This design comes from an exercise in tuning for small area on the open sky130 flow, not from production work. The RTL was checked by simulation tests, not by an equivalence proof against the original design. In runs 3 and 4 the design's own scripts or RTL, not TritonCTS, make the clock network. The clock input has no modelled driver; a real chip could not lean on it and would need a root buffer or a full tree. Power is estimated from default activity; no workload was simulated.

==> flow/design.v <==
module CRC32(rst_n, clk, sof, eof, data_v, data, full, err);
    input rst_n;
    input clk;
    input sof;
    input eof;
    input data_v;
    input [7:0] data;
    output full;
    output err;
    reg [31:0] s;      
    reg        pend;   
    reg        err;
    reg [2:0]  c;      
    wire ld = data_v & ~sof;
    wire st = data_v & sof;
    wire nv = ~data_v;
    wire [7:0] fs;
    assign fs[0] = s[0] ^ s[5] ^ s[6] ^ s[7] ^ s[8] ^ s[22] ^ s[23] ^ s[26] ^ s[28] ^ s[30];
    assign fs[1] = s[4] ^ s[11] ^ s[14] ^ s[16] ^ s[19] ^ s[27] ^ s[28] ^ s[29];
    assign fs[2] = s[0] ^ s[1] ^ s[2] ^ s[10] ^ s[11] ^ s[12] ^ s[14] ^ s[15] ^ s[18] ^ s[20] ^ s[21] ^ s[22] ^ s[23] ^ s[24] ^ s[29] ^ s[30];
    assign fs[3] = s[2] ^ s[3] ^ s[5] ^ s[7] ^ s[14] ^ s[18] ^ s[20] ^ s[21] ^ s[22] ^ s[25] ^ s[26] ^ s[28] ^ s[29] ^ s[30];
    assign fs[4] = s[1] ^ s[2] ^ s[5] ^ s[12] ^ s[20] ^ s[21] ^ s[22] ^ s[24] ^ s[30];
    assign fs[5] = s[3] ^ s[5] ^ s[7] ^ s[8] ^ s[10] ^ s[11] ^ s[16] ^ s[17] ^ s[18] ^ s[22] ^ s[26] ^ s[30];
    assign fs[6] = s[3] ^ s[14] ^ s[15] ^ s[23] ^ s[29] ^ s[31];
    assign fs[7] = s[0] ^ s[1] ^ s[2] ^ s[5] ^ s[8] ^ s[11] ^ s[14] ^ s[16] ^ s[19] ^ s[20] ^ s[21] ^ s[26] ^ s[28] ^ s[29];
    wire [7:0] dd;
    assign dd[0] = data[2] ^ data[3];
    assign dd[1] = data[0];
    assign dd[2] = data[1] ^ data[4] ^ data[5] ^ data[7];
    assign dd[3] = data[0] ^ data[4];
    assign dd[4] = data[2];
    assign dd[5] = data[5] ^ data[7];
    assign dd[6] = data[0] ^ data[1] ^ data[4] ^ data[6] ^ data[7];
    assign dd[7] = data[1] ^ data[3] ^ data[6];
    wire [7:0] hd = dd ^ (sof ? 8'hF8 : (fs ^ 8'h33));
    always @(posedge clk)
        s[7:0] <= ((dd ^ fs ^ 8'h33) & {8{ld}}) | ((dd ^ 8'hF8) & {8{st}}) | (s[7:0] & {8{nv}});
    always @(posedge clk)
        s[31:8] <= (s[23:0] & {24{ld}}) | (24'h040209 & {24{st}}) | (s[31:8] & {24{nv}});
    always @(posedge clk or negedge rst_n)
        if (!rst_n) begin
            pend <= 1'b0;
            err  <= 1'b0;
            c    <= 3'd0;
        end else begin
            pend <= eof;
            err  <= pend & (s != 32'hF8462A70);
            c    <= {c[1], c[2] ^ c[0], ~(c[1] ? c[0] : c[2])};
        end
    assign full = &c;
endmodule
==> flow/flow/run.sh <==
#!/bin/bash
# Standard synthesis, then the hand-mapped netlist (flow/net.v, generated by gen/gen3.py) in its
# place when it holds the same flip-flops, then the standard layout with small port buffers and
# clock tree built from clkbuf_4 without dummy loads.
set -uo pipefail
R=orfs/results/${FLOW_PLATFORM}/CRC32/base
bash standard.sh synth > synth.log 2>&1 || exit 1
cp $R/1_2_yosys.v std_1_2_yosys.v
if python3 flow/swap.py $R/1_2_yosys.v flow/net.v > swap.log 2>&1; then
  rm -f $R/1_synth.odb $R/1_synth.sdc
  bash standard.sh synth > synth_odb.log 2>&1 || exit 1
fi
bash standard.sh \
  BUFFER_PORTS_ARGS="-buffer_cell sky130_fd_sc_hd__buf_1" \
  CTS_ARGS="-sink_clustering_enable -sink_clustering_size 20 -sink_clustering_max_diameter 500 -root_buf sky130_fd_sc_hd__clkbuf_4 -buf_list sky130_fd_sc_hd__clkbuf_2 -repair_clock_nets -dont_use_dummy_load" \
  finish > finish.log 2>&1 || exit 1
==> flow/flow/net.v <==
module CRC32(rst_n, clk, sof, eof, data_v, data, full, err);
  input rst_n;
  input clk;
  input sof;
  input eof;
  input data_v;
  input [7:0] data;
  output full;
  output err;
  wire pend;
  wire \s[0] ;
  wire \s[1] ;
  wire \s[2] ;
  wire \s[3] ;
  wire \s[4] ;
  wire \s[5] ;
  wire \s[6] ;
  wire \s[7] ;
  wire \s[8] ;
  wire \s[9] ;
  wire \s[10] ;
  wire \s[11] ;
  wire \s[12] ;
  wire \s[13] ;
  wire \s[14] ;
  wire \s[15] ;
  wire \s[16] ;
  wire \s[17] ;
  wire \s[18] ;
  wire \s[19] ;
  wire \s[20] ;
  wire \s[21] ;
  wire \s[22] ;
  wire \s[23] ;
  wire \s[24] ;
  wire \s[25] ;
  wire \s[26] ;
  wire \s[27] ;
  wire \s[28] ;
  wire \s[29] ;
  wire \s[30] ;
  wire \s[31] ;
  wire \c[0] ;
  wire \c[1] ;
  wire \c[2] ;
  wire e233;
  wire n1;
  wire n11;
  wire n13;
  wire n15;
  wire n165;
  wire n167;
  wire n168;
  wire n17;
  wire n171;
  wire n173;
  wire n174;
  wire n177;
  wire n179;
  wire n180;
  wire n183;
  wire n185;
  wire n186;
  wire n189;
  wire n19;
  wire n191;
  wire n192;
  wire n195;
  wire n197;
  wire n198;
  wire n2;
  wire n201;
  wire n203;
  wire n204;
  wire n207;
  wire n209;
  wire n21;
  wire n210;
  wire n23;
  wire n235;
  wire n236;
  wire n25;
  wire n27;
  wire n29;
  wire n3;
  wire n31;
  wire n33;
  wire n35;
  wire n37;
  wire n39;
  wire n4;
  wire n41;
  wire n43;
  wire n45;
  wire n47;
  wire n49;
  wire n51;
  wire n53;
  wire n55;
  wire n57;
  wire n9;
  wire q213;
  wire q215;
  wire q217;
  wire q219;
  wire q221;
  wire q223;
  wire q225;
  wire q227;
  wire r229;
  wire r231;
  wire x101;
  wire x103;
  wire x105;
  wire x107;
  wire x109;
  wire x111;
  wire x113;
  wire x115;
  wire x117;
  wire x119;
  wire x121;
  wire x123;
  wire x125;
  wire x127;
  wire x129;
  wire x131;
  wire x133;
  wire x135;
  wire x137;
  wire x139;
  wire x141;
  wire x143;
  wire x145;
  wire x147;
  wire x149;
  wire x151;
  wire x153;
  wire x155;
  wire x157;
  wire x159;
  wire x161;
  wire x163;
  wire x59;
  wire x61;
  wire x63;
  wire x65;
  wire x67;
  wire x69;
  wire x71;
  wire x73;
  wire x75;
  wire x77;
  wire x79;
  wire x81;
  wire x83;
  wire x85;
  wire x87;
  wire x89;
  wire x91;
  wire x93;
  wire x95;
  wire x97;
  wire x99;
  sky130_fd_sc_hd__dfxtp_1 \s[0]$_DFF_P_  (.CLK(clk), .D(n167), .Q(\s[0] ));
  sky130_fd_sc_hd__dfxtp_1 \s[1]$_DFF_P_  (.CLK(clk), .D(n173), .Q(\s[1] ));
  sky130_fd_sc_hd__dfxtp_1 \s[2]$_DFF_P_  (.CLK(clk), .D(n179), .Q(\s[2] ));
  sky130_fd_sc_hd__dfxtp_1 \s[3]$_DFF_P_  (.CLK(clk), .D(n185), .Q(\s[3] ));
  sky130_fd_sc_hd__dfxtp_1 \s[4]$_DFF_P_  (.CLK(clk), .D(n191), .Q(\s[4] ));
  sky130_fd_sc_hd__dfxtp_1 \s[5]$_DFF_P_  (.CLK(clk), .D(n197), .Q(\s[5] ));
  sky130_fd_sc_hd__dfxtp_1 \s[6]$_DFF_P_  (.CLK(clk), .D(n203), .Q(\s[6] ));
  sky130_fd_sc_hd__dfxtp_1 \s[7]$_DFF_P_  (.CLK(clk), .D(n209), .Q(\s[7] ));
  sky130_fd_sc_hd__dfxtp_1 \s[8]$_DFF_P_  (.CLK(clk), .D(n11), .Q(\s[8] ));
  sky130_fd_sc_hd__dfxtp_1 \s[9]$_DFF_P_  (.CLK(clk), .D(n13), .Q(\s[9] ));
  sky130_fd_sc_hd__dfxtp_1 \s[10]$_DFF_P_  (.CLK(clk), .D(n15), .Q(\s[10] ));
  sky130_fd_sc_hd__dfxtp_1 \s[11]$_DFF_P_  (.CLK(clk), .D(n17), .Q(\s[11] ));
  sky130_fd_sc_hd__dfxtp_1 \s[12]$_DFF_P_  (.CLK(clk), .D(n19), .Q(\s[12] ));
  sky130_fd_sc_hd__dfxtp_1 \s[13]$_DFF_P_  (.CLK(clk), .D(n21), .Q(\s[13] ));
  sky130_fd_sc_hd__dfxtp_1 \s[14]$_DFF_P_  (.CLK(clk), .D(n23), .Q(\s[14] ));
  sky130_fd_sc_hd__dfxtp_1 \s[15]$_DFF_P_  (.CLK(clk), .D(n25), .Q(\s[15] ));
  sky130_fd_sc_hd__dfxtp_1 \s[16]$_DFF_P_  (.CLK(clk), .D(n27), .Q(\s[16] ));
  sky130_fd_sc_hd__dfxtp_1 \s[17]$_DFF_P_  (.CLK(clk), .D(n29), .Q(\s[17] ));
  sky130_fd_sc_hd__dfxtp_1 \s[18]$_DFF_P_  (.CLK(clk), .D(n31), .Q(\s[18] ));
  sky130_fd_sc_hd__dfxtp_1 \s[19]$_DFF_P_  (.CLK(clk), .D(n33), .Q(\s[19] ));
  sky130_fd_sc_hd__dfxtp_1 \s[20]$_DFF_P_  (.CLK(clk), .D(n35), .Q(\s[20] ));
  sky130_fd_sc_hd__dfxtp_1 \s[21]$_DFF_P_  (.CLK(clk), .D(n37), .Q(\s[21] ));
  sky130_fd_sc_hd__dfxtp_1 \s[22]$_DFF_P_  (.CLK(clk), .D(n39), .Q(\s[22] ));
  sky130_fd_sc_hd__dfxtp_1 \s[23]$_DFF_P_  (.CLK(clk), .D(n41), .Q(\s[23] ));
  sky130_fd_sc_hd__dfxtp_1 \s[24]$_DFF_P_  (.CLK(clk), .D(n43), .Q(\s[24] ));
  sky130_fd_sc_hd__dfxtp_1 \s[25]$_DFF_P_  (.CLK(clk), .D(n45), .Q(\s[25] ));
  sky130_fd_sc_hd__dfxtp_1 \s[26]$_DFF_P_  (.CLK(clk), .D(n47), .Q(\s[26] ));
  sky130_fd_sc_hd__dfxtp_1 \s[27]$_DFF_P_  (.CLK(clk), .D(n49), .Q(\s[27] ));
  sky130_fd_sc_hd__dfxtp_1 \s[28]$_DFF_P_  (.CLK(clk), .D(n51), .Q(\s[28] ));
  sky130_fd_sc_hd__dfxtp_1 \s[29]$_DFF_P_  (.CLK(clk), .D(n53), .Q(\s[29] ));
  sky130_fd_sc_hd__dfxtp_1 \s[30]$_DFF_P_  (.CLK(clk), .D(n55), .Q(\s[30] ));
  sky130_fd_sc_hd__dfxtp_1 \s[31]$_DFF_P_  (.CLK(clk), .D(n57), .Q(\s[31] ));
  sky130_fd_sc_hd__dfrtp_1 \c[0]$_DFF_PN0_  (.CLK(clk), .D(n236), .Q(\c[0] ), .RESET_B(rst_n));
  sky130_fd_sc_hd__dfrtp_1 \c[1]$_DFF_PN0_  (.CLK(clk), .D(n235), .Q(\c[1] ), .RESET_B(rst_n));
  sky130_fd_sc_hd__dfrtp_1 \c[2]$_DFF_PN0_  (.CLK(clk), .D(\c[1] ), .Q(\c[2] ), .RESET_B(rst_n));
  sky130_fd_sc_hd__dfrtp_1 \pend$_DFF_PN0_  (.CLK(clk), .D(eof), .Q(pend), .RESET_B(rst_n));
  sky130_fd_sc_hd__dfrtp_1 \err$_DFF_PN0_  (.CLK(clk), .D(e233), .Q(err), .RESET_B(rst_n));
  sky130_fd_sc_hd__inv_2 g5 (.A(data_v), .Y(n1));
  sky130_fd_sc_hd__nor2_1 g6 (.A(sof), .B(n1), .Y(n3));
  sky130_fd_sc_hd__inv_2 g7 (.A(data_v), .Y(n2));
  sky130_fd_sc_hd__nor2_1 g8 (.A(sof), .B(n2), .Y(n4));
  sky130_fd_sc_hd__and2_1 g10 (.A(data_v), .B(sof), .X(n9));
  sky130_fd_sc_hd__a221o_1 g12 (.A1(n3), .A2(\s[0] ), .B1(n1), .B2(\s[8] ), .C1(n9), .X(n11));
  sky130_fd_sc_hd__a22o_1 g14 (.A1(n4), .A2(\s[1] ), .B1(n2), .B2(\s[9] ), .X(n13));
  sky130_fd_sc_hd__a22o_1 g16 (.A1(n3), .A2(\s[2] ), .B1(n1), .B2(\s[10] ), .X(n15));
  sky130_fd_sc_hd__a221o_1 g18 (.A1(n4), .A2(\s[3] ), .B1(n2), .B2(\s[11] ), .C1(n9), .X(n17));
  sky130_fd_sc_hd__a22o_1 g20 (.A1(n3), .A2(\s[4] ), .B1(n1), .B2(\s[12] ), .X(n19));
  sky130_fd_sc_hd__a22o_1 g22 (.A1(n4), .A2(\s[5] ), .B1(n2), .B2(\s[13] ), .X(n21));
  sky130_fd_sc_hd__a22o_1 g24 (.A1(n3), .A2(\s[6] ), .B1(n1), .B2(\s[14] ), .X(n23));
  sky130_fd_sc_hd__a22o_1 g26 (.A1(n4), .A2(\s[7] ), .B1(n2), .B2(\s[15] ), .X(n25));
  sky130_fd_sc_hd__a22o_1 g28 (.A1(n3), .A2(\s[8] ), .B1(n1), .B2(\s[16] ), .X(n27));
  sky130_fd_sc_hd__a221o_1 g30 (.A1(n4), .A2(\s[9] ), .B1(n2), .B2(\s[17] ), .C1(n9), .X(n29));
  sky130_fd_sc_hd__a22o_1 g32 (.A1(n3), .A2(\s[10] ), .B1(n1), .B2(\s[18] ), .X(n31));
  sky130_fd_sc_hd__a22o_1 g34 (.A1(n4), .A2(\s[11] ), .B1(n2), .B2(\s[19] ), .X(n33));
  sky130_fd_sc_hd__a22o_1 g36 (.A1(n3), .A2(\s[12] ), .B1(n1), .B2(\s[20] ), .X(n35));
  sky130_fd_sc_hd__a22o_1 g38 (.A1(n4), .A2(\s[13] ), .B1(n2), .B2(\s[21] ), .X(n37));
  sky130_fd_sc_hd__a22o_1 g40 (.A1(n3), .A2(\s[14] ), .B1(n1), .B2(\s[22] ), .X(n39));
  sky130_fd_sc_hd__a22o_1 g42 (.A1(n4), .A2(\s[15] ), .B1(n2), .B2(\s[23] ), .X(n41));
  sky130_fd_sc_hd__a22o_1 g44 (.A1(n3), .A2(\s[16] ), .B1(n1), .B2(\s[24] ), .X(n43));
  sky130_fd_sc_hd__a22o_1 g46 (.A1(n4), .A2(\s[17] ), .B1(n2), .B2(\s[25] ), .X(n45));
  sky130_fd_sc_hd__a221o_1 g48 (.A1(n3), .A2(\s[18] ), .B1(n1), .B2(\s[26] ), .C1(n9), .X(n47));
  sky130_fd_sc_hd__a22o_1 g50 (.A1(n4), .A2(\s[19] ), .B1(n2), .B2(\s[27] ), .X(n49));
  sky130_fd_sc_hd__a22o_1 g52 (.A1(n3), .A2(\s[20] ), .B1(n1), .B2(\s[28] ), .X(n51));
  sky130_fd_sc_hd__a22o_1 g54 (.A1(n4), .A2(\s[21] ), .B1(n2), .B2(\s[29] ), .X(n53));
  sky130_fd_sc_hd__a22o_1 g56 (.A1(n3), .A2(\s[22] ), .B1(n1), .B2(\s[30] ), .X(n55));
  sky130_fd_sc_hd__a22o_1 g58 (.A1(n4), .A2(\s[23] ), .B1(n2), .B2(\s[31] ), .X(n57));
  sky130_fd_sc_hd__xor2_1 g60 (.A(\s[14] ), .B(\s[29] ), .X(x59));
  sky130_fd_sc_hd__xor2_1 g62 (.A(\s[22] ), .B(\s[30] ), .X(x61));
  sky130_fd_sc_hd__xor2_1 g64 (.A(\s[2] ), .B(\s[20] ), .X(x63));
  sky130_fd_sc_hd__xor2_1 g66 (.A(\s[21] ), .B(x63), .X(x65));
  sky130_fd_sc_hd__xor2_1 g68 (.A(\s[5] ), .B(\s[26] ), .X(x67));
  sky130_fd_sc_hd__xor2_1 g70 (.A(\s[28] ), .B(x59), .X(x69));
  sky130_fd_sc_hd__xor2_1 g72 (.A(x61), .B(x67), .X(x71));
  sky130_fd_sc_hd__xor2_1 g74 (.A(\s[1] ), .B(x65), .X(x73));
  sky130_fd_sc_hd__xor2_1 g76 (.A(\s[11] ), .B(\s[16] ), .X(x75));
  sky130_fd_sc_hd__xor2_1 g78 (.A(\s[7] ), .B(x71), .X(x77));
  sky130_fd_sc_hd__xor2_1 g80 (.A(\s[23] ), .B(x59), .X(x79));
  sky130_fd_sc_hd__xor2_1 g82 (.A(x69), .B(x75), .X(x81));
  sky130_fd_sc_hd__xor2_1 g84 (.A(\s[24] ), .B(x73), .X(x83));
  sky130_fd_sc_hd__xor2_1 g86 (.A(\s[15] ), .B(x79), .X(x85));
  sky130_fd_sc_hd__xor2_1 g88 (.A(\s[12] ), .B(x61), .X(x87));
  sky130_fd_sc_hd__xor2_1 g90 (.A(\s[19] ), .B(x81), .X(x89));
  sky130_fd_sc_hd__xor2_1 g92 (.A(\s[18] ), .B(x77), .X(x91));
  sky130_fd_sc_hd__xor2_1 g94 (.A(\s[0] ), .B(\s[8] ), .X(x93));
  sky130_fd_sc_hd__xor2_1 g96 (.A(x83), .B(x87), .X(x95));
  sky130_fd_sc_hd__xor2_1 g98 (.A(\s[3] ), .B(x91), .X(x97));
  sky130_fd_sc_hd__xor2_1 g100 (.A(\s[0] ), .B(x85), .X(x99));
  sky130_fd_sc_hd__xor2_1 g102 (.A(x67), .B(x93), .X(x101));
  sky130_fd_sc_hd__xor2_1 g104 (.A(x65), .B(x69), .X(x103));
  sky130_fd_sc_hd__xor2_1 g106 (.A(\s[17] ), .B(x75), .X(x105));
  sky130_fd_sc_hd__xor2_1 g108 (.A(\s[11] ), .B(x99), .X(x107));
  sky130_fd_sc_hd__xor2_1 g110 (.A(x77), .B(x93), .X(x109));
  sky130_fd_sc_hd__xor2_1 g112 (.A(x95), .B(x107), .X(x111));
  sky130_fd_sc_hd__xor2_1 g114 (.A(x73), .B(x101), .X(x113));
  sky130_fd_sc_hd__xor2_1 g116 (.A(\s[27] ), .B(x89), .X(x115));
  sky130_fd_sc_hd__xor2_1 g118 (.A(\s[8] ), .B(x97), .X(x117));
  sky130_fd_sc_hd__xor2_1 g120 (.A(\s[28] ), .B(x109), .X(x119));
  sky130_fd_sc_hd__xor2_1 g122 (.A(\s[3] ), .B(\s[31] ), .X(x121));
  sky130_fd_sc_hd__xor2_1 g124 (.A(\s[6] ), .B(x119), .X(x123));
  sky130_fd_sc_hd__xor2_1 g126 (.A(\s[18] ), .B(x111), .X(x125));
  sky130_fd_sc_hd__xor2_1 g128 (.A(\s[10] ), .B(x117), .X(x127));
  sky130_fd_sc_hd__xor2_1 g130 (.A(\s[4] ), .B(x115), .X(x129));
  sky130_fd_sc_hd__xnor2_1 g132 (.A(x105), .B(x127), .Y(x131));
  sky130_fd_sc_hd__xnor2_1 g134 (.A(\s[10] ), .B(x125), .Y(x133));
  sky130_fd_sc_hd__xor2_1 g136 (.A(\s[25] ), .B(x103), .X(x135));
  sky130_fd_sc_hd__xor2_1 g138 (.A(\s[23] ), .B(x123), .X(x137));
  sky130_fd_sc_hd__xor2_1 g140 (.A(x89), .B(x113), .X(x139));
  sky130_fd_sc_hd__xor2_1 g142 (.A(x97), .B(x135), .X(x141));
  sky130_fd_sc_hd__xnor2_1 g144 (.A(\s[5] ), .B(x95), .Y(x143));
  sky130_fd_sc_hd__xor2_1 g146 (.A(x85), .B(x121), .X(x145));
  sky130_fd_sc_hd__xor2_1 g148 (.A(data[5]), .B(data[7]), .X(x147));
  sky130_fd_sc_hd__xor2_1 g150 (.A(data[1]), .B(data[6]), .X(x149));
  sky130_fd_sc_hd__xor2_1 g152 (.A(data[0]), .B(data[4]), .X(x151));
  sky130_fd_sc_hd__xor2_1 g154 (.A(x149), .B(x151), .X(x153));
  sky130_fd_sc_hd__xor2_1 g156 (.A(data[3]), .B(x149), .X(x155));
  sky130_fd_sc_hd__xor2_1 g158 (.A(data[2]), .B(data[3]), .X(x157));
  sky130_fd_sc_hd__xor2_1 g160 (.A(data[1]), .B(x147), .X(x159));
  sky130_fd_sc_hd__xor2_1 g162 (.A(data[7]), .B(x153), .X(x161));
  sky130_fd_sc_hd__xor2_1 g164 (.A(data[4]), .B(x159), .X(x163));
  sky130_fd_sc_hd__nor2_1 g166 (.A(x137), .B(sof), .Y(n165));
  sky130_fd_sc_hd__xor2_1 g169 (.A(x157), .B(n165), .X(n168));
  sky130_fd_sc_hd__a22o_1 g170 (.A1(data_v), .A2(n168), .B1(n1), .B2(\s[0] ), .X(n167));
  sky130_fd_sc_hd__nor2_1 g172 (.A(x129), .B(sof), .Y(n171));
  sky130_fd_sc_hd__xor2_1 g175 (.A(data[0]), .B(n171), .X(n174));
  sky130_fd_sc_hd__a22o_1 g176 (.A1(data_v), .A2(n174), .B1(n2), .B2(\s[1] ), .X(n173));
  sky130_fd_sc_hd__nor2_1 g178 (.A(x133), .B(sof), .Y(n177));
  sky130_fd_sc_hd__xor2_1 g181 (.A(x163), .B(n177), .X(n180));
  sky130_fd_sc_hd__a22o_1 g182 (.A1(data_v), .A2(n180), .B1(n1), .B2(\s[2] ), .X(n179));
  sky130_fd_sc_hd__nor2_1 g184 (.A(x141), .B(sof), .Y(n183));
  sky130_fd_sc_hd__xnor2_1 g187 (.A(x151), .B(n183), .Y(n186));
  sky130_fd_sc_hd__a22o_1 g188 (.A1(data_v), .A2(n186), .B1(n2), .B2(\s[3] ), .X(n185));
  sky130_fd_sc_hd__nor2_1 g190 (.A(x143), .B(sof), .Y(n189));
  sky130_fd_sc_hd__xnor2_1 g193 (.A(data[2]), .B(n189), .Y(n192));
  sky130_fd_sc_hd__a22o_1 g194 (.A1(data_v), .A2(n192), .B1(n1), .B2(\s[4] ), .X(n191));
  sky130_fd_sc_hd__nor2_1 g196 (.A(x131), .B(sof), .Y(n195));
  sky130_fd_sc_hd__xnor2_1 g199 (.A(x147), .B(n195), .Y(n198));
  sky130_fd_sc_hd__a22o_1 g200 (.A1(data_v), .A2(n198), .B1(n2), .B2(\s[5] ), .X(n197));
  sky130_fd_sc_hd__nor2_1 g202 (.A(x145), .B(sof), .Y(n201));
  sky130_fd_sc_hd__xnor2_1 g205 (.A(x161), .B(n201), .Y(n204));
  sky130_fd_sc_hd__a22o_1 g206 (.A1(data_v), .A2(n204), .B1(n1), .B2(\s[6] ), .X(n203));
  sky130_fd_sc_hd__nor2_1 g208 (.A(x139), .B(sof), .Y(n207));
  sky130_fd_sc_hd__xnor2_1 g211 (.A(x155), .B(n207), .Y(n210));
  sky130_fd_sc_hd__a22o_1 g212 (.A1(data_v), .A2(n210), .B1(n2), .B2(\s[7] ), .X(n209));
  sky130_fd_sc_hd__nand4_1 g214 (.A(\s[4] ), .B(\s[5] ), .C(\s[6] ), .D(\s[9] ), .Y(q213));
  sky130_fd_sc_hd__nand4_1 g216 (.A(\s[11] ), .B(\s[13] ), .C(\s[17] ), .D(\s[18] ), .Y(q215));
  sky130_fd_sc_hd__nand4_1 g218 (.A(\s[22] ), .B(\s[27] ), .C(\s[28] ), .D(\s[29] ), .Y(q217));
  sky130_fd_sc_hd__nor4_1 g220 (.A(\s[0] ), .B(\s[1] ), .C(\s[2] ), .D(\s[3] ), .Y(q219));
  sky130_fd_sc_hd__nor4_1 g222 (.A(\s[7] ), .B(\s[8] ), .C(\s[10] ), .D(\s[12] ), .Y(q221));
  sky130_fd_sc_hd__nor4_1 g224 (.A(\s[14] ), .B(\s[15] ), .C(\s[16] ), .D(\s[19] ), .Y(q223));
  sky130_fd_sc_hd__nor4_1 g226 (.A(\s[20] ), .B(\s[21] ), .C(\s[23] ), .D(\s[24] ), .Y(q225));
  sky130_fd_sc_hd__nor4bb_1 g228 (.A(\s[25] ), .B(\s[26] ), .C_N(\s[30] ), .D_N(\s[31] ), .Y(q227));
  sky130_fd_sc_hd__nand4_1 g230 (.A(q219), .B(q221), .C(q223), .D(q225), .Y(r229));
  sky130_fd_sc_hd__nor4_1 g232 (.A(q213), .B(q215), .C(q217), .D(r229), .Y(r231));
  sky130_fd_sc_hd__a21boi_0 g234 (.A1(q227), .A2(r231), .B1_N(pend), .Y(e233));
  sky130_fd_sc_hd__xor2_1 g237 (.A(\c[2] ), .B(\c[0] ), .X(n235));
  sky130_fd_sc_hd__mux2i_1 g238 (.A0(\c[2] ), .A1(\c[0] ), .S(\c[1] ), .Y(n236));
  sky130_fd_sc_hd__and3_1 g239 (.A(\c[2] ), .B(\c[1] ), .C(\c[0] ), .X(full));
endmodule
==> flow/flow/swap.py <==
# Put the hand-mapped netlist in place of the standard synthesis netlist, if both hold the same
# flip-flops (instance names and cell types) and the same ports; otherwise leave it as it is.
import re, sys
std_path, mine_path = sys.argv[1], sys.argv[2]
std = open(std_path).read()
mine = open(mine_path).read()
FF = re.compile(r'^\s*(sky130_fd_sc_hd__\w*df\w*)\s+(\\\S+\s|\w+)\s*\(', re.M)
def flops(t):
    return sorted((m.group(1), m.group(2).strip()) for m in FF.finditer(t))
def header(t):
    m = re.search(r'module\s+CRC32\s*\(([^)]*)\)', t)
    return re.sub(r'\s+', '', m.group(1)) if m else None
fs, fm = flops(std), flops(mine)
print('standard flops:', len(fs), 'hand netlist flops:', len(fm))
if fs != fm or header(std) != header(mine):
    print('MISMATCH; keeping the standard netlist')
    for a, b in zip(fs, fm):
        if a != b: print(' ', a, b)
    sys.exit(1)
open(std_path, 'w').write(mine)
print('hand netlist in place')
==> flow/standard.sh <==
#!/bin/bash
# synth_recipe.tcl (not shown) runs the flow's synth.tcl, then flattens the netlist and writes it again
# the make line also repeats each setting of config.mk as NAME=value (left out here)
make -C /OpenROAD-flow-scripts/flow DESIGN_CONFIG=/design/flow/config.mk WORK_HOME=/design/flow/orfs CLKGATE_MAP_FILE= SYNTH_SCRIPT=/design/flow/synth_recipe.tcl "${@:-finish}"
==> flow/config.mk <==
export PLATFORM = sky130hd
export DESIGN_NAME = CRC32
export DESIGN_NICKNAME = CRC32
export VERILOG_FILES = /design/flow/design.v
export SDC_FILE = /design/flow/constraint.sdc
export NUM_CORES = 4
export LEC_CHECK = 0
export CAP_MARGIN = 20
export CORE_MARGIN = 2
export CORE_UTILIZATION = 40
export SLEW_MARGIN = 20
==> flow/constraint.sdc <==
create_clock -name core_clock -period 5.0 [get_ports {clk}]
set_input_delay 1.0000 -clock core_clock [delete_from_list [all_inputs] [get_ports {clk}]]
set_output_delay 1.0000 -clock core_clock [all_outputs]
set_load 0.01 [all_outputs]
==> results.toml, run 1 <==
[route]
routed-via-count = 1282
wl_mm = 3.77
antenna_left = 0
drc_errors = 0
dr.first_iter.drc_count = 89
first_pass_iters = 4
avgRoutedWirePerCell_microns = 16.7
viasPerCell = 5.67

[worst_hold_path]
hold_class = "flip-flop to flip-flop"

[worst_setup_path]
crit_type = "flip-flop to flip-flop"
cp-end-kind = "flip-flop"
arrival_ns = 3.15
cp.required_ns = 5.23
setup.worst_path.start_class = "flip-flop"
critPathMaxFanout = 5

[sta]
rsz0062_at_grt = "no"
fin_crit_ns = 2.92
setup_viol = 0
fin_hold_ws_ns = 0.438
finalSetupTns_ns = 0
finalHoldViolations = 0
tightest_slew_ns = 0.762
setup_slack_ns = 2.08
maxSlewHeadroom_pct = 49.0
clock_skew_ns = 0.0253
min_period_over_period_pct = 58.3
fmax_mhz = 343
drv_slew = 0

[grt]
grt_pass1_wl_mm = 6.47
antenna_found_initial = 0
globalRoute.totalOverflow = 0
grt_pass1_vias = 1339
track_usage_pct = 16.8
grt_max_degree = 18

[pwr]
comb_power_share_pct = 54.9
p_sw_mw = 0.569
p_clk_share_pct = 9.9
p_sw_share_pct = 42.6
p_int_mw = 0.766
power_mw = 1.33
power.density_mw_per_mm2 = 707
pwr-share-seq_pct = 35.2
ir_worst_vdd_mv = 0.325
power.leakage_nw = 0.825

[clock_network]
clockBufferDepth = 2
cts_tree = "done"
cts_buffers = 5
holdBufCountCts = 0
worstSkewPairLatency_ns = 0.33
clk_pin_slew_worst_paths_ns = 0.11
cts_resized = 0
cts_max_level = 2
cts-root-buf = "clkbuf_4"
post_cts_buffers = 0
cts.sinks = 37

[die]
fp-row-count = 23
initial_core_util_pct = 42.5
die_h_microns = 69.9
fp.coreArea_sq_mm = 0.00409
io_pins = 15
fp.dieW_microns = 69.9
dieArea_sq_mm = 0.00488

[place]
hpwl_mm = 2.81
placed_area_sq_mm = 0.00185
dp_slack_ns = 2.15
portBuffers = 14
dpl.cell_count = 221
routabilityCongestion = 0.866

[cells_and_area]
syn2layout_area_growth_pct = 8.80
fin_nets = 191
final_util_pct = 46.2
drive_above_1_share_pct = 3.98
antennaDiodeCount = 0
instances_no_fill = 226
fin_area_sq_mm = 0.00189

[synth]
synth_nets = 170
avgSynthCellArea_sq_um = 11.1
synth_area_sq_mm = 0.00174
yosysWarningCount = 1
synth_cells = 157

[outcome]
status = "timing/DRC/antenna clean"

[flow_run]
maxCapViolations = 0
==> final cells by class <==
class | instances | area (sq um)
flip-flops and latches | 37 | 766
well taps | 50 | 62.6
inverters | 2 | 7.51
clock buffers | 5 | 37.5
fillers | 398 | 2200
multi-input cells | 118 | 962
repair buffers | 14 | 52.6
==> sequential cells by signal (all words and copies together), names as in the netlist <==
signal / cells
s: 32
c: 3
pend: 1
err: 1
==> path summary, 6_finish.rpt <==
path | slack [ns] | startpoint | cells past startpoint | endpoint
setup reg to reg | 2.08 | s[5]$_DFF_P_ | 11 | s[5]$_DFF_P_
hold / removal | 0.44 | c[1]$_DFF_PN0_ | 0 | c[2]$_DFF_PN0_
max in group asynchronous | 4.32 | rst_n | 1 | pend$_DFF_PN0_
hold reg to reg | 0.44 | c[1]$_DFF_PN0_ | 0 | c[2]$_DFF_PN0_
setup / recovery | 2.08 | s[5]$_DFF_P_ | 11 | s[5]$_DFF_P_
min in group asynchronous | 0.49 | rst_n | 1 | err$_DFF_PN0_
==> layer usage <==
| layer | vias up | GRT usage, % | share of wire [%] |
|---|---|---|---|
| met5 | - | 0 | 0 |
| met4 | 0 | 5.56 | 1.2 |
| li1 | 605 | - | - |
| met2 | 21 | 26.2 | 46 |
| met3 | 4 | 4.47 | 2.9 |
| met1 | 652 | 22.5 | 50 |
==> power groups by stage <==
stage	registers, mW	logic (mW)	clock network (mW)
floorplan	0.434	0.619	0
CTS	0.468	0.731	0.135
detailed placement	0.475	0.718	0
global placement	0.475	0.713	0
global route	0.478	0.807	0.147
finish	0.470	0.733	0.132
==> cells in the final DEF, fill, tap and decap left out <==
master and instances:
a21boi_0 1, a221o_1 4, a22o_1 28, and2_1 1, and3_1 1, buf_1 14
clkbuf_4 5, dfrtp_1 5, dfxtp_1 32, inv_2 2, mux2i_1 1, nand4_1 4
nor2_1 10, nor4_1 5, nor4bb_1 1, xnor2_1 8, xor2_1 54
==> worst max-delay path: stages, from the launching register on <==
cell and delay [ns]:
dfxtp_1 0.51, xor2_1 0.28, xor2_1 0.19, xor2_1 0.28, xor2_1 0.23, xor2_1 0.27, xor2_1 0.20, xor2_1 0.23
xnor2_1 0.15, nor2_1 0.08, xnor2_1 0.15, a22o_1 0.24
==> run 2, diff against run 1 <==
--- a/flow/flow/run.sh
+++ b/flow/flow/run.sh
@@ -12,5 +12,5 @@
 fi
 bash standard.sh \
   BUFFER_PORTS_ARGS="-buffer_cell sky130_fd_sc_hd__buf_1" \
-  CTS_ARGS="-sink_clustering_enable -sink_clustering_size 20 -sink_clustering_max_diameter 500 -root_buf sky130_fd_sc_hd__clkbuf_4 -buf_list sky130_fd_sc_hd__clkbuf_2 -repair_clock_nets -dont_use_dummy_load" \
+  CTS_ARGS="-sink_clustering_enable -sink_clustering_size 20 -sink_clustering_max_diameter 500 -root_buf sky130_fd_sc_hd__clkbuf_4 -buf_list sky130_fd_sc_hd__clkbuf_4 -repair_clock_nets -dont_use_dummy_load" \
   finish > finish.log 2>&1 || exit 1
==> results.toml, run 2 <==
[worst_setup_path]
worst_path_dominant_cell_family = "XOR/XNOR gates"
path_common_cell = "xor2_1"
crit_type = "flip-flop to flip-flop"
crit_chain = "xor2_1 > xor2_1 > xor2_1 > xor2_1 > xor2_1 > xor2_1 > xor2_1 > xnor2_1 > nor2_1 > xnor2_1 > a22o_1"
cp-end-kind = "flip-flop"
arrival_ns = 3.15
setup.worst_path.start_class = "flip-flop"
cp_num_buf_inv = 0
max_stage_delay_ns = 0.51
cp.required_ns = 5.23
critPathMaxFanout = 5
critPathSlowestCell = "dfxtp_1"

[die]
dieArea_sq_mm = 0.00488
initial_core_util_pct = 42.5
fp.dieW_microns = 69.9
io_pins = 15
fp.coreArea_sq_mm = 0.00409
die_h_microns = 69.9
fp-row-count = 23

[clock_network]
clockBufferDepth = 2
cts_resized = 0
cts_max_level = 2
holdBufCountCts = 0
post_cts_buffers = 0
cts_tree = "done"
cts.sinks = 37
cts-root-buf = "clkbuf_4"
clk_pin_slew_worst_paths_ns = 0.11
cts_buffers = 5
worstSkewPairLatency_ns = 0.33

[place]
hpwl_mm = 2.81
routabilityCongestion = 0.866
portBuffers = 14
dpl.cell_count = 221
placed_area_sq_mm = 0.00185

[sta]
setup_viol = 0
tightest_slew_ns = 0.762
drv_slew = 0
fin_crit_ns = 2.92
maxSlewHeadroom_pct = 49.0
finalHoldViolations = 0
finalSetupTns_ns = 0
min_period_over_period_pct = 58.3
fmax_mhz = 343
rsz0062_at_grt = "no"
clock_skew_ns = 0.0253

[route]
wl_mm = 3.77
routed-via-count = 1282
avgRoutedWirePerCell_microns = 16.7
drc_errors = 0
viasPerCell = 5.67
first_pass_iters = 4
antenna_left = 0
dr.first_iter.drc_count = 89

[outcome]
status = "timing/DRC/antenna clean"

[cells_and_area]
regMostFlops = "s"
final_common_cell = "xor2_1"
fillers = 398
reg_top3 = "s (32), c (3)"
syn2layout_area_growth_pct = 8.80
multi_input_area_sq_um = 962
fin_nets = 191
seqCellArea_sq_um = 766
largest_reg_flops = 32
final_cell_mix = "54 x xor2_1, 32 x dfxtp_1, 28 x a22o_1, 14 x buf_1, 10 x nor2_1"
fin_area_sq_mm = 0.00189
drive_above_1_share_pct = 3.98
instances_no_fill = 226
antennaDiodeCount = 0

[synth]
synth_area_sq_mm = 0.00174
synth_nets = 170
synth_cells = 157
avgSynthCellArea_sq_um = 11.1
yosysWarningCount = 1

[grt]
grt_pass1_wl_mm = 6.47
grt_pass1_vias = 1339
globalRoute.totalOverflow = 0
antenna_found_initial = 0
grt_max_degree = 18
track_usage_pct = 16.8

[pwr]
power_mw = 1.33
power.leakage_nw = 0.825
power.density_mw_per_mm2 = 707
ir_worst_vdd_mv = 0.325

[flow_run]
maxCapViolations = 0

[worst_hold_path]
hold_class = "flip-flop to flip-flop"
run 2: worst reg2reg max path, cell delays in order, from the launching register on:
cell and delay, ns:
dfxtp_1 0.51, xor2_1 0.29, xor2_1 0.19, xor2_1 0.28, xor2_1 0.23, xor2_1 0.27
xor2_1 0.20, xor2_1 0.23, xnor2_1 0.15, nor2_1 0.08, xnor2_1 0.16, a22o_1 0.24
run 2: cell type report:
class | instances | share of cell area, %
clock buffers | 5 | 1.99
multi-input cells | 118 | 51.0
flip-flops and latches | 37 | 40.6
well taps | 50 | 3.31
repair buffers | 14 | 2.78
inverters | 2 | 0.398
run 2: path summary, 6_finish.rpt:
check | from | end | slack, ns | depth (start not counted)
setup / recovery | s[5]$_DFF_P_ | s[5]$_DFF_P_ | 2.08 | 11
hold / removal | c[1]$_DFF_PN0_ | c[2]$_DFF_PN0_ | 0.44 | 0
max in group asynchronous | rst_n | pend$_DFF_PN0_ | 4.32 | 1
setup reg to reg | s[5]$_DFF_P_ | s[5]$_DFF_P_ | 2.08 | 11
hold reg to reg | c[1]$_DFF_PN0_ | c[2]$_DFF_PN0_ | 0.44 | 0
min in group asynchronous | rst_n | err$_DFF_PN0_ | 0.49 | 1
run 2: report_power, final:
group	leakage [nW]	internal (mW)	total, mW	switching [mW]
clock	0.0230	0.0471	0.132	0.0846
sequential	0.326	0.364	0.470	0.106
combinational	0.476	0.355	0.733	0.378
total	0.825	0.766	1.33	0.569
run 2: stage by stage:
stage / utilization (%) / hold WS, ns / worst slack, ns
final: 46.2 / 0.438 / 2.08
after global routing: 46.2 / 0.450 / 1.85
after CTS: 46.2 / 0.438 / 2.09
after detailed placement: 45.3 / 0.413 / 2.15
after global placement: 45.3 / 0.399 / 2.18
after floorplan: - / 0.387 / 2.52
run 2: layer usage:
| metal | routed length, microns | GRT usage (%) |
|---|---|---|
| met5 | 0 | 0 |
| met4 | 47 | 5.56 |
| met3 | 109 | 4.47 |
| met2 | 1740 | 26.2 |
| met1 | 1880 | 22.5 |
==> run 3, diff against run 2 <==
==> flow/flow/run.sh (replaced) <==
#!/bin/bash
# Standard synthesis, then the hand-mapped netlist (flow/net.v, generated by gen/gen3.py) in its
# place when it holds the same flip-flops, then the standard layout with small port buffers and
# clock buffers placed by flow/pre_cts.tcl in place of the clock tree step.
set -uo pipefail
export CLKB_K=3 CLKB_CELL=sky130_fd_sc_hd__clkbuf_4
R=orfs/results/${FLOW_PLATFORM}/CRC32/base
bash standard.sh synth > synth.log 2>&1 || exit 1
cp $R/1_2_yosys.v std_1_2_yosys.v
if python3 flow/swap.py $R/1_2_yosys.v flow/net.v > swap.log 2>&1; then
  rm -f $R/1_synth.odb $R/1_synth.sdc
  bash standard.sh synth > synth_odb.log 2>&1 || exit 1
fi
bash standard.sh \
  PRE_CTS_TCL=$PWD/flow/pre_cts.tcl BUFFER_PORTS_ARGS="-buffer_cell sky130_fd_sc_hd__buf_1" \
  CTS_ARGS="-sink_clustering_enable -sink_clustering_size 20 -sink_clustering_max_diameter 500 -root_buf sky130_fd_sc_hd__clkbuf_4 -buf_list sky130_fd_sc_hd__clkbuf_4 -repair_clock_nets -dont_use_dummy_load" \
  finish > finish.log 2>&1 || exit 1
==> flow/flow/pre_cts.tcl (new file) <==
# Clock buffering in place of the clock tree step: the flip-flops are split by placement into
# CLKB_K groups (k-means on their positions); each group gets one clock buffer of type
# CLKB_CELL at its centre, driven straight from the clock port.
proc clock_tree_synthesis {args} {
  set K $::env(CLKB_K)
  set cellname $::env(CLKB_CELL)
  set db [ord::get_db]
  set block [ord::get_db_block]
  set clknet [$block findNet clk]
  set sinks {}
  foreach it [$clknet getITerms] {
    set inst [$it getInst]
    set bb [$inst getBBox]
    lappend sinks [list $it [expr {([$bb xMin] + [$bb xMax]) / 2.0}] [expr {([$bb yMin] + [$bb yMax]) / 2.0}]]
  }
  set n [llength $sinks]
  set sorted [lsort -real -index 1 $sinks]
  set cx {}; set cy {}
  for {set k 0} {$k < $K} {incr k} {
    set s [lindex $sorted [expr {int(($k + 0.5) * $n / $K)}]]
    lappend cx [lindex $s 1]; lappend cy [lindex $s 2]
  }
  for {set iter 0} {$iter < 50} {incr iter} {
    set assign {}
    foreach s $sinks {
      set best 0; set bd 1e30
      for {set k 0} {$k < $K} {incr k} {
        set d [expr {abs([lindex $s 1] - [lindex $cx $k]) + abs([lindex $s 2] - [lindex $cy $k])}]
        if {$d < $bd} { set bd $d; set best $k }
      }
      lappend assign $best
    }
    set nx {}; set ny {}
    for {set k 0} {$k < $K} {incr k} {
      set sx 0.0; set sy 0.0; set c 0
      foreach s $sinks a $assign { if {$a == $k} { set sx [expr {$sx + [lindex $s 1]}]; set sy [expr {$sy + [lindex $s 2]}]; incr c } }
      if {$c > 0} { lappend nx [expr {$sx / $c}]; lappend ny [expr {$sy / $c}] } else { lappend nx [lindex $cx $k]; lappend ny [lindex $cy $k] }
    }
    set cx $nx; set cy $ny
  }
  set master [$db findMaster $cellname]
  for {set k 0} {$k < $K} {incr k} {
    set inst [odb::dbInst_create $block $master "clkbuf_k$k"]
    set net [odb::dbNet_create $block "clknet_k$k"]
    $net setSigType CLOCK
    [$inst findITerm A] connect $clknet
    [$inst findITerm X] connect $net
    set c 0
    foreach s $sinks a $assign {
      if {$a == $k} { set it [lindex $s 0]; $it disconnect; $it connect $net; incr c }
    }
    $inst setLocation [expr {int([lindex $cx $k])}] [expr {int([lindex $cy $k])}]
    $inst setPlacementStatus PLACED
    puts "clock buffer $k ($cellname) drives $c flip-flops"
  }
}
==> results.toml, run 3 <==
[synth]
avgSynthCellArea_sq_um = 11.1
synth_nets = 170
synth_cells = 157
synth_area_sq_mm = 0.00174
yosysWarningCount = 1

[cells_and_area]
drive_above_1_share_pct = 2.87
final_common_cell = "xor2_1"
seqCellArea_sq_um = 766
fillers = 397
antennaDiodeCount = 0
reg_top3 = "s (32), c (3)"
regMostFlops = "s"
largest_reg_flops = 32
fin_nets = 189
final_cell_mix = "54 x xor2_1, 32 x dfxtp_1, 28 x a22o_1, 14 x buf_1, 10 x nor2_1"
multi_input_area_sq_um = 962
instances_no_fill = 224
final_util_pct = 45.8
syn2layout_area_growth_pct = 7.93

[place]
hpwl_mm = 2.81
portBuffers = 14
dpl.cell_count = 221
dp_slack_ns = 2.15
routabilityCongestion = 0.866

[clock_network]
clk_pin_slew_worst_paths_ns = 0.12
cts_resized = 0
holdBufCountCts = 0
worstSkewPairLatency_ns = 0.18
post_cts_buffers = 0

[route]
drc_errors = 0
avgRoutedWirePerCell_microns = 16.7
wl_mm = 3.73
routed-via-count = 1247
first_pass_iters = 4
dr.first_iter.drc_count = 65
antenna_left = 0
viasPerCell = 5.57

[worst_setup_path]
crit_type = "flip-flop to flip-flop"
r2r_start = "s[5]$_DFF_P_"
rrSetupSlack_ns = 2.09
critPathMaxFanout = 5
rr_worst_depth = 11
cp.required_ns = 5.08
startpoint = "s[5]$_DFF_P_"
cp-end-kind = "flip-flop"
setup.worst_path.start_class = "flip-flop"
arrival_ns = 2.99

[sta]
fin_hold_ws_ns = 0.437
setup_slack_ns = 2.09
drv_slew = 0
fmax_mhz = 344
maxSlewHeadroom_pct = 50.0
rsz0062_at_grt = "no"
finalHoldViolations = 0
fin_crit_ns = 2.91
min_period_over_period_pct = 58.2
finalSetupTns_ns = 0
tightest_slew_ns = 0.747
setup_viol = 0
clock_skew_ns = 0.00857

[pwr]
power.density_mw_per_mm2 = 695
power.leakage_nw = 0.816
ir_worst_vdd_mv = 0.325

[grt]
grt_max_degree = 18
globalRoute.totalOverflow = 0
track_usage_pct = 15.6
grt_pass1_vias = 1315
grt_pass1_wl_mm = 6.37
antenna_found_initial = 0

[die]
fp.coreArea_sq_mm = 0.00409
io_pins = 15
fp.dieW_microns = 69.9
initial_core_util_pct = 42.5
die_h_microns = 69.9
dieArea_sq_mm = 0.00488
fp-row-count = 23

[worst_hold_path]
min-delay-start = "c[1]$_DFF_PN0_"
worst_hold_path.num_cells = 0
hold_class = "flip-flop to flip-flop"

[outcome]
status = "timing/DRC/antenna clean"

[flow_run]
maxCapViolations = 0
[run 3: worst paths after layout]
| check | to |
|---|---|
| min in group asynchronous | c[1]$_DFF_PN0_ |
| worst min-delay path | c[2]$_DFF_PN0_ |
| max in group asynchronous | err$_DFF_PN0_ |
| worst min register to register | c[2]$_DFF_PN0_ |
| worst max register to register | s[5]$_DFF_P_ |
| worst max-delay path | s[5]$_DFF_P_ |
[run 3: critical path, stage by stage, from the launching register on]
cell,delay [ns]
dfxtp_1,0.51
xor2_1,0.27
xor2_1,0.19
xor2_1,0.27
xor2_1,0.23
xor2_1,0.27
xor2_1,0.20
xor2_1,0.24
xnor2_1,0.16
nor2_1,0.08
xnor2_1,0.16
a22o_1,0.24
[run 3: metal layers]
metal | wire (microns) | GRT usage [%]
met1 | 1840 | 22.2
met3 | 110 | 1.59
met5 | 0 | 0
met2 | 1720 | 25.9
met4 | 64 | 2.99
[run 3: where the power goes]
| group | internal, mW | switching, mW | leakage (nW) | total, mW |
|---|---|---|---|---|
| Combinational | 0.355 | 0.379 | 0.476 | 0.734 |
| Clock | 0.0289 | 0.0692 | 0.0138 | 0.0981 |
| Sequential | 0.364 | 0.106 | 0.326 | 0.469 |
[run 3: final cells by class]
| type | instances | share of cell area [%] |
|---|---|---|
| inverter | 2 | 0.401 |
| sequential | 37 | 40.9 |
| buffer | 3 | 1.20 |
| tap | 50 | 3.34 |
| multi-input combinational | 118 | 51.4 |
| timing repair buffer | 14 | 2.81 |
[run 3: metrics by stage]
step / power, mW / instance area (sq um)
6_report: 1.30 / 1870
4_1_cts: 1.28 / 1870
2_1_floorplan: 1.05 / 1740
5_1_grt: 1.39 / 1870
3_5_place_dp: 1.19 / 1850
3_3_place_gp: 1.19 / 1850
==> run 4, diff against run 3 <==
--- a/flow/flow/run.sh
+++ b/flow/flow/run.sh
@@ -3,7 +3,7 @@
 # place when it holds the same flip-flops, then the standard layout with small port buffers and
 # clock buffers placed by flow/pre_cts.tcl in place of the clock tree step.
 set -uo pipefail
-export CLKB_K=3 CLKB_CELL=sky130_fd_sc_hd__clkbuf_4
+export CLKB_K=4 CLKB_CELL=sky130_fd_sc_hd__clkbuf_4
 R=orfs/results/${FLOW_PLATFORM}/CRC32/base
 bash standard.sh synth > synth.log 2>&1 || exit 1
 cp $R/1_2_yosys.v std_1_2_yosys.v
==> results.toml, run 4 <==
[outcome]
status = "timing/DRC/antenna clean"

[synth]
synth_nets = 170
synth_area_sq_mm = 0.00174
synth_cells = 157
yosysWarningCount = 1
avgSynthCellArea_sq_um = 11.1

[clock_network]
post_cts_buffers = 0
clk_pin_slew_worst_paths_ns = 0.10
worstSkewPairLatency_ns = 0.17
holdBufCountCts = 0
cts_resized = 0

[cells_and_area]
final_common_cell = "xor2_1"
drive_above_1_share_pct = 3.43
fin_nets = 190
final_cell_mix = "54 x xor2_1, 32 x dfxtp_1, 28 x a22o_1, 14 x buf_1, 10 x nor2_1"
fillers = 395
regMostFlops = "s"
syn2layout_area_growth_pct = 8.36
antennaDiodeCount = 0
reg_top3 = "s (32), c (3)"
largest_reg_flops = 32

[place]
portBuffers = 14
routabilityCongestion = 0.866
dp_slack_ns = 2.15
hpwl_mm = 2.81

[die]
initial_core_util_pct = 42.5
dieArea_sq_mm = 0.00488
fp-row-count = 23
fp.dieW_microns = 69.9
die_h_microns = 69.9
io_pins = 15
fp.coreArea_sq_mm = 0.00409

[sta]
rsz0062_at_grt = "no"
setup_viol = 0
setup_slack_ns = 2.09
finalSetupTns_ns = 0
min_period_over_period_pct = 58.2
clock_skew_ns = 0.0389
finalHoldViolations = 0
drv_slew = 0
maxSlewHeadroom_pct = 49.5
fmax_mhz = 344
tightest_slew_ns = 0.755
fin_hold_ws_ns = 0.435
fin_crit_ns = 2.91

[grt]
antenna_found_initial = 0
globalRoute.totalOverflow = 0
grt_pass1_wl_mm = 6.35
grt_pass1_vias = 1309
grt_max_degree = 18
track_usage_pct = 15.6

[route]
antenna_left = 0
drc_errors = 0
viasPerCell = 5.64
dr.first_iter.drc_count = 67
wl_mm = 3.75
first_pass_iters = 4
avgRoutedWirePerCell_microns = 16.7
routed-via-count = 1270

[worst_setup_path]
rrSetupSlack_ns = 2.09
timing.rr.end = "s[5]$_DFF_P_"
crit_type = "flip-flop to flip-flop"
rr_worst_depth = 11
cp.required_ns = 5.03
r2r_start = "s[5]$_DFF_P_"
arrival_ns = 2.94
critPathMaxFanout = 5
setup.worst_path.start_class = "flip-flop"
cp-end-kind = "flip-flop"

[pwr]
power.leakage_nw = 0.820
power.density_mw_per_mm2 = 697
ir_worst_vdd_mv = 0.331

[flow_run]
maxCapViolations = 0

[worst_hold_path]
hold_class = "flip-flop to flip-flop"
holdPathEnd = "c[2]$_DFF_PN0_"
min-delay-start = "c[1]$_DFF_PN0_"
worst_hold_path.num_cells = 0
-- run 4: area by class of cell --
| type | instances | area, sq um | area share (%) |
|---|---|---|---|
| Multi-Input combinational cell | 118 | 962 | 51.2 |
| Buffer | 4 | 30.0 | 1.60 |
| Tap cell | 50 | 62.6 | 3.33 |
| Inverter | 2 | 7.51 | 0.399 |
| Sequential cell | 37 | 766 | 40.7 |
| Timing Repair Buffer | 14 | 52.6 | 2.79 |
-- run 4: metal layers --
layer | global-route usage (%) | up-vias | share of wire (%)
met5 | 0 | - | 0
li1 | - | 605 | -
met1 | 22.1 | 631 | 50
met3 | 1.73 | 8 | 3.4
met2 | 25.8 | 26 | 45
met4 | 2.99 | 0 | 1.9
-- run 4: critical path, stage by stage (launching register included) --
cell and delay, ns:
dfxtp_1 0.50, xor2_1 0.27, xor2_1 0.19, xor2_1 0.27, xor2_1 0.23, xor2_1 0.27, xor2_1 0.20, xor2_1 0.24
xnor2_1 0.16, nor2_1 0.08, xnor2_1 0.16, a22o_1 0.24
-- run 4: where the power goes --
group	internal [mW]	switching, mW
logic	0.355	0.378
clock network	0.0383	0.0702
registers	0.364	0.107
-- run 4: stage by stage --
stage / power, mW / util (%) / std cells / area [sq um]
finish: 1.31 / 46.0 / 225 / 1880
global route: 1.40 / 46.0 / 225 / 1880
CTS: 1.29 / 46.0 / 225 / 1880
detailed placement: 1.19 / 45.3 / 221 / 1850
global placement: 1.19 / 45.3 / 221 / 1850
floorplan: 1.05 / - / 157 / 1740
-- run 4: worst max-delay path by stage --
stage | slack [ns] | cells past startpoint | start | endpoint
global route | 1.88 | 11 | s[5]$_DFF_P_ | s[5]$_DFF_P_
CTS | 2.12 | 11 | s[5]$_DFF_P_ | s[5]$_DFF_P_
floorplan | 2.52 | 11 | s[5]$_DFF_P_ | s[5]$_DFF_P_
global placement | 2.18 | 11 | s[5]$_DFF_P_ | s[5]$_DFF_P_
finish | 2.09 | 11 | s[5]$_DFF_P_ | s[5]$_DFF_P_
detailed placement | 2.15 | 11 | s[5]$_DFF_P_ | s[5]$_DFF_P_

static timing again, ports no longer ideal:
No port has a modelled driver above. Below, the same layouts with a new extraction and two added sets of constraints.
Step 1: set_driving_cell puts a clkbuf_16 on clk and a buf_2 on each other input, an assumption about the parent block.
Step 2 moves the port delays by t, midway between the first and last clock arrival at a register: inputs arrive t later, outputs are due t later. That takes back most of the time a late clock gives input paths.
a / b / c = ideal / step 1 / step 2; a / b = the first two.
| run | t (ns) | slack for setup (ns) | worst setup path at the end | latest minus earliest clock arrival (ns) | pins driven straight from the clock port |
|---|---|---|---|---|---|
| run 1 | 0.341 | 2.083 / 2.083 / 2.083 | register to register | 0.025 / 0.026 | 1 |
| run 2 | 0.341 | 2.083 / 2.083 / 2.083 | register to register | 0.025 / 0.026 | 1 |
| run 3 | 0.214 | 2.092 / 2.092 / 2.092 | register to register | 0.009 / 0.009 | 3 |
| run 4 | 0.198 | 2.090 / 2.090 / 2.090 | register to register | 0.039 / 0.039 | 4 |
After both steps setup and hold are still met in every run listed.
